This is an optimization exercise on Yosys and OpenROAD, whose aim is small area, not a production implementation. Only simulation tests tie the RTL to the original design; equivalence was not proved. No activity file was given, so power comes from the tool's default toggle rates.

===== design/flow/config.mk =====
export PLATFORM = sky130hd
export DESIGN_NAME = vga
export DESIGN_NICKNAME = vga
export VERILOG_FILES = /design/flow/design.v
export SDC_FILE = /design/flow/constraint.sdc
export NUM_CORES = 8
export LEC_CHECK = 0
export CAP_MARGIN = 20
export CORE_MARGIN = 2
export CORE_UTILIZATION = 40
export SLEW_MARGIN = 20

===== design/flow/run.sh =====
#!/bin/bash
# synth_recipe.tcl (not shown) runs the flow's synth.tcl, then flattens the netlist and writes it again
# the make line also repeats each setting of config.mk as NAME=value (left out here)
make -C /OpenROAD-flow-scripts/flow DESIGN_CONFIG=/design/flow/config.mk WORK_HOME=/design/flow/orfs CLKGATE_MAP_FILE= SYNTH_SCRIPT=/design/flow/synth_recipe.tcl finish

===== design/flow/design.v =====
`timescale 1ns / 1ps
module digit_rom(input [3:0] rom, input [6:0] row, input [6:0] col,  
    output reg digit
     ); 
    always @ *
    begin
      case (rom)  
        4'd0: digit <= (row <= 6 || row >= 121 || col <= 6 || col >= 57);  
        4'd1: digit <= ((row>=0 && row <= 127) && (col>=28 && col <= 34));  
        4'd2: digit <= (row <= 6 || row >= 121 || (row >= 60 && row <= 66) || (col <=6 && row >=66) || (col >= 57 && row <=60));  
        4'd3: digit <= (row <=6 || row >= 121 || (row >= 60 && row <= 66) || col >= 57);  
        4'd4: digit <= ((row >= 60 && row <= 66) || (col <=6 && row <= 60) || col >= 57);  
        4'd5: digit <= (row <= 6 || row >= 121 || (row >= 60 && row <= 66) || (col <=6 && row <=60) || (col >= 57 && row >= 66));  
        4'd6: digit <= (row <=6 || row >= 121 || (row >= 60 && row <= 66) || col<=6 || (col >= 57 && row >= 66));  
        4'd7: digit <= ((row <= 6 && row > 0) || col >= 57);  
        4'd8: digit <= (row <= 6 || row >= 121 || (row >= 60 && row <= 66) || col <= 6 || col >= 57);  
        4'd9: digit <= (row <= 6 || row >= 121 || (row >= 60 && row <= 66) || col >= 57 || (col <= 6 && row <= 60));  
        4'd10: digit <= (((col>=28 && col <= 34) && (row >= 50 && row <= 55)) || ((col>=28 && col <= 34) && (row >= 71 && row <= 76))); 
        4'd11: digit <= ((col>=28 && col <= 34) && row >=121) ? 1:0;  
        default: digit = 0;  
      endcase
    end  
endmodule
module pixel_clk_generation(
    input clk,input display_on,input [9:0] pixel_x,input [9:0] pixel_y,
    input [5:0] sec,input [5:0] min,input [5:0] hour,input [5:0] curr_hour,input [5:0] curr_min,input [17:0] current,input [17:0] sw_time, 
    input [17:0] date,input [17:0] t,
    output reg [3:0] R_data,output reg [3:0] G_data,output reg [3:0] B_data
    );
    wire [3:0] hr10, hr1, min10, min1, sec10, sec1, yr1000, yr100, yr10, yr1, mon10, mon1, day10, day1, c1, c2, p1, p2;
    assign p1 = 4'd11;  
    assign p2 = 4'd11; 
    assign c1 = 4'd10;  
    assign c2 = 4'd10;
    assign hr10 = (hour / 10) | (curr_hour / 10) | (current[17:12] / 10) | (sw_time[17:12] / 10) | (t[17:12] / 10); 
    assign hr1 = (hour % 10) | (curr_hour % 10) | (current[17:12] % 10) | (sw_time[17:12] % 10) | (t[17:12] % 10);
    assign min10 = (min / 10) | (curr_min / 10) | (current[11:6] / 10) | (sw_time[11:6] / 10) | (t[11:6] / 10);
    assign min1 = (min % 10) | (curr_min % 10) | (current[11:6] % 10) | (sw_time[11:6] % 10) | (t[11:6] % 10);
    assign sec10 = (sec / 10) | (current[5:0] / 10) | (sw_time[5:0] / 10) | (t[5:0] / 10);
    assign sec1 = (sec % 10) | (current[5:0] % 10) | (sw_time[5:0] % 10) | (t[5:0] % 10);
    assign yr1000 = 4'b0010; 
    assign yr100 = 4'b0000; 
    assign yr10 = (date[17:12] / 10) % 10;  
    assign yr1 = date[17:12] % 10;  
    assign mon10 = date[11:6] / 10;  
    assign mon1 = date[11:6] % 10;  
    assign day10 = date[5:0] / 10;  
    assign day1 = date[5:0] % 10;  
    wire digit;  
    reg [3:0] rom;  
    wire [6:0] row;  
    wire [6:0] col;  
    reg [9:0] rom_x;  
    reg [9:0] rom_y;  
    digit_rom digit_rom_inst(.rom(rom), .row(col), .col(row), .digit(digit));
    localparam hr10_x_s = 70;
    localparam hr10_x_e = 134;
    localparam hr1_x_s = 140;
    localparam hr1_x_e = 204;
    localparam min10_x_s = 280;
    localparam min10_x_e = 344;
    localparam min1_x_s = 350;
    localparam min1_x_e = 414;
    localparam sec10_x_s = 490;
    localparam sec10_x_e = 554;
    localparam sec1_x_s = 560;
    localparam sec1_x_e = 624;
    localparam yr1000_x_s = 100;
    localparam yr1000_x_e = 164;
    localparam yr100_x_s = 170;
    localparam yr100_x_e = 234;
    localparam yr10_x_s = 240;
    localparam yr10_x_e = 304;
    localparam yr1_x_s = 310;
    localparam yr1_x_e = 374;
    localparam mon10_x_s = 450;
    localparam mon10_x_e = 514;
    localparam mon1_x_s = 520;
    localparam mon1_x_e = 584;
    localparam day10_x_s = 660;
    localparam day10_x_e = 724;
    localparam day1_x_s = 730;
    localparam day1_x_e = 794;
    localparam c1_x_s = 210;
    localparam c1_x_e = 274;
    localparam c2_x_s = 420;
    localparam c2_x_e = 484;    
    localparam p1_x_s = 380;
    localparam p1_x_e = 444;
    localparam p2_x_s = 590;
    localparam p2_x_e = 654;
    always @ (posedge clk)  
    begin  
      if (display_on)  
      begin 
        if (pixel_y >= 478 && pixel_y <= 605)  
        begin 
           rom_y <= pixel_y - 478;  
           if (pixel_x >= hr10_x_s && pixel_x <= hr10_x_e)  
           begin 
               rom_x <= pixel_x - hr10_x_s;  
               rom <= hr10;  
           end
           else if (pixel_x >= hr1_x_s && pixel_x <= hr1_x_e)  
           begin
               rom_x <= pixel_x - hr1_x_s;  
               rom <= hr1;  
           end
           else if (pixel_x >= min10_x_s && pixel_x <= min10_x_e)  
           begin
               rom_x <= pixel_x - min10_x_s;  
               rom <= min10;  
           end
           else if (pixel_x >= min1_x_s && pixel_x <= min1_x_e)  
           begin
               rom_x <= pixel_x - min1_x_s;  
               rom <= min1;  
           end
           else if (pixel_x >= sec10_x_s && pixel_x <= sec10_x_e)  
           begin
               rom_x <= pixel_x - sec10_x_s;  
               rom <= sec10;  
           end
           else if (pixel_x >= sec1_x_s && pixel_x <= sec1_x_e)  
           begin
               rom_x <= pixel_x - sec1_x_s;  
               rom <= sec1;  
           end
           else if (pixel_x >= c1_x_s && pixel_x <= c1_x_e)  
           begin
               rom_x <= pixel_x - c1_x_s;  
               rom <= c1;  
           end
           else if (pixel_x >= c2_x_s && pixel_x <= c2_x_e)  
           begin
               rom_x <= pixel_x - c2_x_s;  
               rom <= c2;  
           end
           else
           begin 
               rom <= 4'b1111;  
           end
        end
        else if (pixel_y >= 100 && pixel_y <= 228)  
        begin
           rom_y <= pixel_y - 100;  
           if (pixel_x >= yr1000_x_s && pixel_x <= yr1000_x_e)  
           begin 
               rom_x <= pixel_x - yr1000_x_s;  
               rom <= yr1000;  
           end
           else if (pixel_x >= yr100_x_s && pixel_x <= yr100_x_e)  
           begin
               rom_x <= pixel_x - yr100_x_s;  
               rom <= yr100;  
           end
           else if (pixel_x >= yr10_x_s && pixel_x <= yr10_x_e)  
           begin
               rom_x <= pixel_x - yr10_x_s;  
               rom <= yr10;  
           end
           else if (pixel_x >= yr1_x_s && pixel_x <= yr1_x_e)  
           begin
               rom_x <= pixel_x - yr1_x_s;  
               rom <= yr1;  
           end
           else if (pixel_x >= mon10_x_s && pixel_x <= mon10_x_e)  
           begin
               rom_x <= pixel_x - mon10_x_s;  
               rom <= mon10;  
           end
           else if (pixel_x >= mon1_x_s && pixel_x <= mon1_x_e)  
           begin
               rom_x <= pixel_x - mon1_x_s;  
               rom <= mon1;  
           end
           else if (pixel_x >= day10_x_s && pixel_x <= day10_x_e)  
           begin
               rom_x <= pixel_x - day10_x_s;  
               rom <= day10;  
           end
           else if (pixel_x >= day1_x_s && pixel_x <= day1_x_e)  
           begin
               rom_x <= pixel_x - day1_x_s;  
               rom <= day1;  
           end
           else if (pixel_x >= p1_x_s && pixel_x <= p1_x_e)  
           begin
               rom_x <= pixel_x - p1_x_s;  
               rom <= p1;  
           end
           else if (pixel_x >= p2_x_s && pixel_x <= p2_x_e)  
           begin
               rom_x <= pixel_x - p2_x_s;  
               rom <= p2;  
           end
           else
           begin 
               rom <= 4'b1111;  
           end
        end
        else
        begin 
           rom <= 4'b1111;  
        end
        if (digit)  
        begin 
            R_data <= 4'b1111;
            G_data <= 4'b1111;
            B_data <= 4'b1111;
        end 
        else 
        begin 
            R_data <= 4'b0000;
            G_data <= 4'b0000;
            B_data <= 4'b0000;
        end
      end
      else 
      begin 
        R_data <= 4'b0000;
        G_data <= 4'b0000;
        B_data <= 4'b0000;
      end 
    end    
    assign row = rom_x [6:0];  
    assign col = rom_y [6:0];  
endmodule
`timescale 1ns / 1ps
 module vga
 #(
 parameter Tvw       = 12'd6   ,   
 parameter Tvbp      = 12'd29  ,   
 parameter Tvfp      = 12'd3   ,    
 parameter Tvdw      = 12'd768 ,   
 parameter Thw       = 12'd136 ,   
parameter Thbp      = 12'd160 ,   
parameter Thfp      = 12'd24  ,    
parameter Thdw      = 12'd1024,   
 parameter Vsync_pol = 1'b1    ,    
parameter Hsync_pol = 1'b1        
)
 (
 input  wire            clk, 
 input  wire            rstb,
 input  wire            pattern_en,
 input wire [5:0] sec,
 input wire [5:0] min, 
 input wire [5:0] hour,
 input wire [5:0] curr_hour,
 input wire [5:0] curr_min, 
 input wire [17:0] current, 
 input wire [17:0] sw_time, 
 input wire [17:0] date,
 input wire [17:0] t,
 output wire            vga_vs      ,
 output wire            vga_hs      ,
 output wire [3:0]      vga_r       ,
 output wire [3:0]      vga_g       ,
 output wire [3:0]      vga_b
 );
localparam Tvp   = Tvw + Tvbp + Tvfp + Tvdw; 
localparam Thp   = Thw + Thbp + Thfp + Thdw; 
localparam VSYNC_ACT = ~Vsync_pol;  
localparam HSYNC_ACT = ~Hsync_pol;  
 reg   [11:0]   hcnt        ;  
 reg   [11:0]   vcnt        ;  
 reg   [11:0]   pat_hcnt    ;  
 reg   [11:0]   pat_vcnt    ;  
 reg           pat_vs      ;  
 reg           pat_hs      ;  
 reg           pat_de      ;  
 reg   [3:0]   pat_r       ;  
 reg   [3:0]   pat_g       ;  
 reg   [3:0]   pat_b       ;  
 wire          clk_65       ;  
  assign clk_65 = clk;      
 always @(posedge clk_65 or negedge rstb) begin 
   if (!rstb) begin
       hcnt   <= 12'd0;  
       vcnt   <= 12'd0;  
   end
   else begin
      if (hcnt == (Thp - 1)) begin
         hcnt <= 12'd0;  
      end
      else begin
         hcnt <= hcnt + 1'b1;  
      end
      if (hcnt == (Thp - 1)) begin
         if (vcnt == (Tvp - 1)) begin
            vcnt <= 12'd0;  
         end
         else begin
            vcnt <= vcnt + 1'b1;  
         end
      end
   end
 end
 always @(posedge clk_65 or negedge rstb) begin 
   if (!rstb) begin
       pat_vs <= VSYNC_ACT;  
   end
   else begin
      if (hcnt == (Thp - 1)) begin
         if (vcnt == (Tvw - 1)) begin
            pat_vs <= ~VSYNC_ACT;  
         end
         else if (vcnt == (Tvp - 1)) begin 
            pat_vs <= VSYNC_ACT;  
         end
      end
   end
 end
 always @(posedge clk_65 or negedge rstb) begin 
   if (!rstb) begin
       pat_hs <= HSYNC_ACT;  
   end
   else begin
      if (hcnt == (Thw - 1)) begin
         pat_hs <= ~HSYNC_ACT;  
      end
      else if (hcnt == (Thp - 1)) begin
         pat_hs <= HSYNC_ACT;  
      end
   end
 end
 always @(posedge clk_65 or negedge rstb) begin 
   if (!rstb) begin
       pat_de   <= 1'b0;  
   end
   else begin
      if ((vcnt >= (Tvw + Tvbp)) && (vcnt <= (Tvp - Tvfp - 1))) begin
         if (hcnt == (Thw + Thbp - 1)) begin
            pat_de <= 1'b1;  
         end
         else if (hcnt == (Thp - Thfp - 1))begin
            pat_de <= 1'b0;  
         end
      end
   end
 end
 always @(posedge clk_65 or negedge rstb) begin 
   if (!rstb) begin
      pat_hcnt    <= 'd0;  
   end
   else begin
      if (pat_de) begin
         pat_hcnt <= pat_hcnt + 'b1;  
      end
      else begin
         pat_hcnt <= 'd0;  
      end 
   end
 end
 always @(posedge clk_65 or negedge rstb) begin 
   if (!rstb) begin
      pat_vcnt <= 'd0;  
   end
   else begin
      if ((vcnt >= (Tvw + Tvbp)) && (vcnt <= (Tvp - Tvfp - 1))) begin
         if (hcnt == (Thp - 1)) begin
            pat_vcnt <= pat_vcnt + 'd1;  
         end
      end
      else begin
      pat_vcnt <= 'd0;  
      end
   end
 end
 pixel_clk_generation pixel_clk_gen(.clk(clk_65), .display_on(pattern_en), .pixel_x(pat_hcnt), .pixel_y(pat_vcnt), .sec(sec), .min(min), .hour(hour), .curr_hour(curr_hour), .curr_min(curr_min), .current(current), .sw_time(sw_time), .date(date), .t(t), .R_data(vga_r), .G_data(vga_g), .B_data(vga_b));
 assign vga_vs  = pat_vs;
 assign vga_hs  = pat_hs;
 endmodule 

===== design/flow/constraint.sdc =====
create_clock -name core_clock -period 15.0 [get_ports {clk}]
set_input_delay 3.0000 -clock core_clock [delete_from_list [all_inputs] [get_ports {clk}]]
set_output_delay 3.0000 -clock core_clock [all_outputs]
set_load 0.01 [all_outputs]

==> results.txt <==
==> routing by layer <==
layer	global-route usage [%]	routed length, um	part of all wire [%]	up-vias
met5	0	0	0	-
met4	6.71	809	2.2	0
met3	2.43	2260	6.2	56
met2	37.2	16800	46	423
met1	32.8	16800	46	6053
li1	-	-	-	6298
==> layout by cell type (no fill, tap or decap), types with 19 or more instances in the layout <==
cell type / netlist / routed
o21ai_0: 135 / 135
a21oi_1: 113 / 113
a31oi_1: 31 / 31
nor3_1: 43 / 43
or2_2: 19 / 19
nand3_1: 55 / 55
xnor2_1: 63 / 63
ha_1: 75 / 75
nand2b_1: 50 / 50
a211oi_1: 30 / 30
nand4_1: 21 / 21
nor2_1: 139 / 139
nand2_1: 155 / 155
inv_1: 85 / 85
xor2_1: 23 / 23
and3_1: 20 / 20
clkdlybuf4s50_1: 0 / 117
nor2b_1: 50 / 50
dfrtp_1: 47 / 47
==> cell families after synthesis <==
logic type / share of synthesized area (%)
mux: 1.76
flops: 14.6
buf+inv: 7.33
fa+ha+maj: 8.38
compound gates: 34.0
simple gates: 27.6
xor+xnor: 6.32
==> sequential cells by signal, summed over array words and instances, names as in the netlist, 4 cells and up <==
| name | flops |
|---|---|
| vcnt | 12 |
| pixel_clk_gen.rom_x | 7 |
| hcnt | 12 |
| pat_vcnt | 10 |
| pixel_clk_gen.rom_y | 7 |
| pixel_clk_gen.rom | 4 |
| pat_hcnt | 10 |
==> worst reg2reg max path, stage by stage (launching register included) <==
cell and delay, ns:
dfrtp_1 0.82, inv_1 0.41, ha_1 0.47, nor2b_1 0.20, nor2_1 0.10, o21a_1 0.22, o21ai_0 0.44, buf_4 0.27
nand3_1 0.22, nor2_1 0.30, nand4_1 0.19, o21ai_0 0.39, a41oi_1 0.24
==> through the flow <==
| step | hold WS, ns | total power, mW |
|---|---|---|
| after floorplan | 0.446 | 0.336 |
| after global placement | 0.469 | 0.402 |
| after detailed placement | 0.465 | 0.405 |
| after CTS | 0.475 | 0.627 |
| after global routing | 0.498 | 0.662 |
| final | 0.471 | 0.622 |
==> cell type report <==
class                      count  area (um^2)
fill                        3020        16000
multi-input combinational   1414         9310
sequential                    66         1740
timing repair buffer         131         1280
tap                          390          488
inverter                      87          327
clock buffer                  12          289
clock inverter                 4         30.0
antenna                        1         2.50
==> synth_stat cells, types with 23 or more instances <==
cell type / n
nand2_1: 155
nor2_1: 139
o21ai_0: 135
a21oi_1: 113
inv_1: 85
ha_1: 75
clkbuf_1: 68
xnor2_1: 63
nand3_1: 55
nand2b_1: 50
nor2b_1: 50
dfrtp_1: 47
nor3_1: 43
a31oi_1: 31
a211oi_1: 30
buf_2: 23
xor2_1: 23
==> power groups by stage <==
stage | Combinational [mW] | Sequential [mW] | Clock (mW)
final | 0.217 | 0.186 | 0.219
after global routing | 0.244 | 0.186 | 0.232
after CTS | 0.217 | 0.186 | 0.225
after detailed placement | 0.215 | 0.189 | 0
after global placement | 0.213 | 0.189 | 0
after floorplan | 0.147 | 0.189 | 0
==> how the worst max path moves through the flow <==
stage / start / endpoint / slack, ns / depth (start not counted)
after floorplan: current[10] / pixel_clk_gen.rom[2]$_DFFE_PP_ / 8.79 / 16
after global placement: current[9] / pixel_clk_gen.rom[2]$_DFFE_PP_ / 7.98 / 16
after detailed placement: current[9] / pixel_clk_gen.rom[2]$_DFFE_PP_ / 7.89 / 16
after CTS: current[9] / pixel_clk_gen.rom[2]$_DFFE_PP_ / 8.28 / 16
after global routing: current[9] / pixel_clk_gen.rom[2]$_DFFE_PP_ / 7.89 / 16
final: current[9] / pixel_clk_gen.rom[2]$_DFFE_PP_ / 8.22 / 16
==> impl_metrics.csv <==
group,metric,value,unit
setup_path,r2r_end,"pixel_clk_gen.rom_x[0]$_DFFE_PP_",
routing,dr_total_vias,12800,
layout,areaGrowthSynthToFinish,12.9,%
synth,synth_cells,1683,
global_routing,grt_max_degree,48,
setup_path,critPathBufInv,1,
hold_path,hold_path_class,"reg2reg",
synth,yosysUniqueCellTypes,102,
sta,setup_violations,0,
routing,routed_wl,36700,um
layout,nets,1889,
setup_path,start_kind,"input port",
synth,synth_area_leaders,"dfrtp_1, ha_1, o21ai_0",
clock_tree,clock_latency,0.34,ns
sta,finalCritPeriodShare,45.2,%
synth,syn_nets,1863,
pwr,p_seq_share,29.9,%
placed_design,io_buffers,118,
sta,fin_setup_tns,0,ns
setup_path,reg2reg_slack,10.38,ns
setup_path,worstPathRequired,15.10,ns
synth,ys_async_sr_fraction,71.2,%
setup_path,critPathMaxStageDelay,0.61,ns
pwr,ir_drop,0.0000429,V
setup_path,r2r_start,"pat_hcnt[2]$_DFF_PN0_",
sta,layout_min_cycle_time,6.78,ns
clock_tree,cts_setup_buffers,0,
routing,drcViolationCount,0,
pwr,cellPowerDensity,46.2,nW/um^2
placed_design,routabilityCongestion,0.926,
synth,seq_area_frac_synth,14.6,%
sta,hold_violations,0,
routing,drt_iter0_markers,1186,
sta,rsz0062_at_grt,"no",
synth,synthesis.area,11900,um^2
layout,fin_util,45.6,%
routing,firstDrtPassIters,6,
layout,drive_gt1_share,5.37,%
placed_design,placed_area,13100,um^2
global_routing,grt_usage,23.2,%
die,die-width,177,um
setup_path,cp.arrival,6.88,ns
clock_tree,clkSinkCount,66,
synth,ys_seq_elements,66,
sta,fmax,148,MHz
flow_run,max_cap_viol_count,0,
layout,final_area,13500,um^2
clock_tree,cts_buffers,9,
global_routing,antenna_found_initial,1,
synth,synthFlopType,"dfrtp_1",
sta,clock_skew,0.00820,ns
placed_design,post-place-ws,7.89,ns
placed_design,hpwl,27900,um
placed_design,place_inst,2088,
pwr,p_comb_share,35.0,%
die,start_util,40.4,%
routing,wl_per_cell,17.4,um
hold_path,whs_endpoint,"hcnt[11]$_DFF_PN0_",
die,ioPinCount,119,
clock_tree,cts-root-buf,"clkbuf_16",
die,core_area,29500,um^2
routing,vias_per_cell,6.10,
setup_path,cp_max_fo,13,
clock_tree,clkTransAtPathRegs,0.06,ns
setup_path,crit_type,"in2reg",
die,die_h,177,um
clock_tree,h-tree-depth,3,
sta,maxSlewHeadroom,35.6,%
clock_tree,cts_resized,0,
pwr,p_int,418,uW
die,row_count,63,
global_routing,grt_first_pass_wirelength,59800,um
hold_path,hold_depth,1,
clock_tree,postCtsHoldBufs,0,
setup_path,cp-end-kind,"flop",
sta,worst_pin_slew,0.966,ns
global_routing,first_global_vias,11500,
pwr,leakagePower,5.14,nW
run_status,status,"no timing/DRC/antenna violations",
synth,synth_top_area_cell,"dfrtp_1",
clock_tree,clock_tree.buffer_depth,2,
layout,final_cells,2105,
pwr,p_switching,204,uW
setup_path,cp_top_family,"compound AO/OA/AOI/OAI gates",
setup_path,path_cells,"clkdlybuf4s50_1 > or2_2 > ha_1 > nor2b_1 > nand2_1 > a311oi_1 > a221oi_1 > ha_1 > nor2_1 > nand2_1 > nand4_1 > a211oi_1 > o21ai_0 > a2111oi_2 > a31oi_1 > a211o_1",
synth,yosys_warnings,5,
synth,synth.avg_cell_area,7.08,um^2
sta,timing.final.ws_setup,8.22,ns
sta,slew_violations,0,
clock_tree,cts_tree,"built",
setup_path,reg2regPathDepth,12,
hold_path,min-delay-start,"hcnt[11]$_DFF_PN0_",
synth,synth_top_area_share,9.87,%
pwr,clockPowerShare,35.1,%
setup_path,cpMaxStageDelayCell,"clkdlybuf4s50_1",
synth,synth_edf_count,18,
die,die_area,31200,um^2
pwr,swShare,32.8,%
routing,antenna_left,0,
global_routing,grt.overflow.total,0,

-- what the ideal ports hide --
Ports are ideal in the flow. The routed layout listed here was re-timed in OpenROAD.
Step 1 assumes that a clkbuf_16 drives the clock port and a buf_2 every other input.
Step 2, shift: input delay + t, output delay - t, t = (earliest + latest rising clock arrival at the registers) / 2. This alone moves slack from input paths to output paths.
Three values: no drivers, after step 1, after step 2; two values: the first two.
t (ns): 0.383
setup slack, ns: 8.224 / 8.247 / 7.864
worst hold slack (ns): 0.471 / 0.471 / 0.471
latest minus earliest clock arrival (ns): 0.008 / 0.008
worst data-port slew with drivers (ns): 0.08
After both steps setup and hold are still met in this run. For this run, drivers alone change the setup slack by +0.023 ns; drivers and shift together by -0.360 ns.
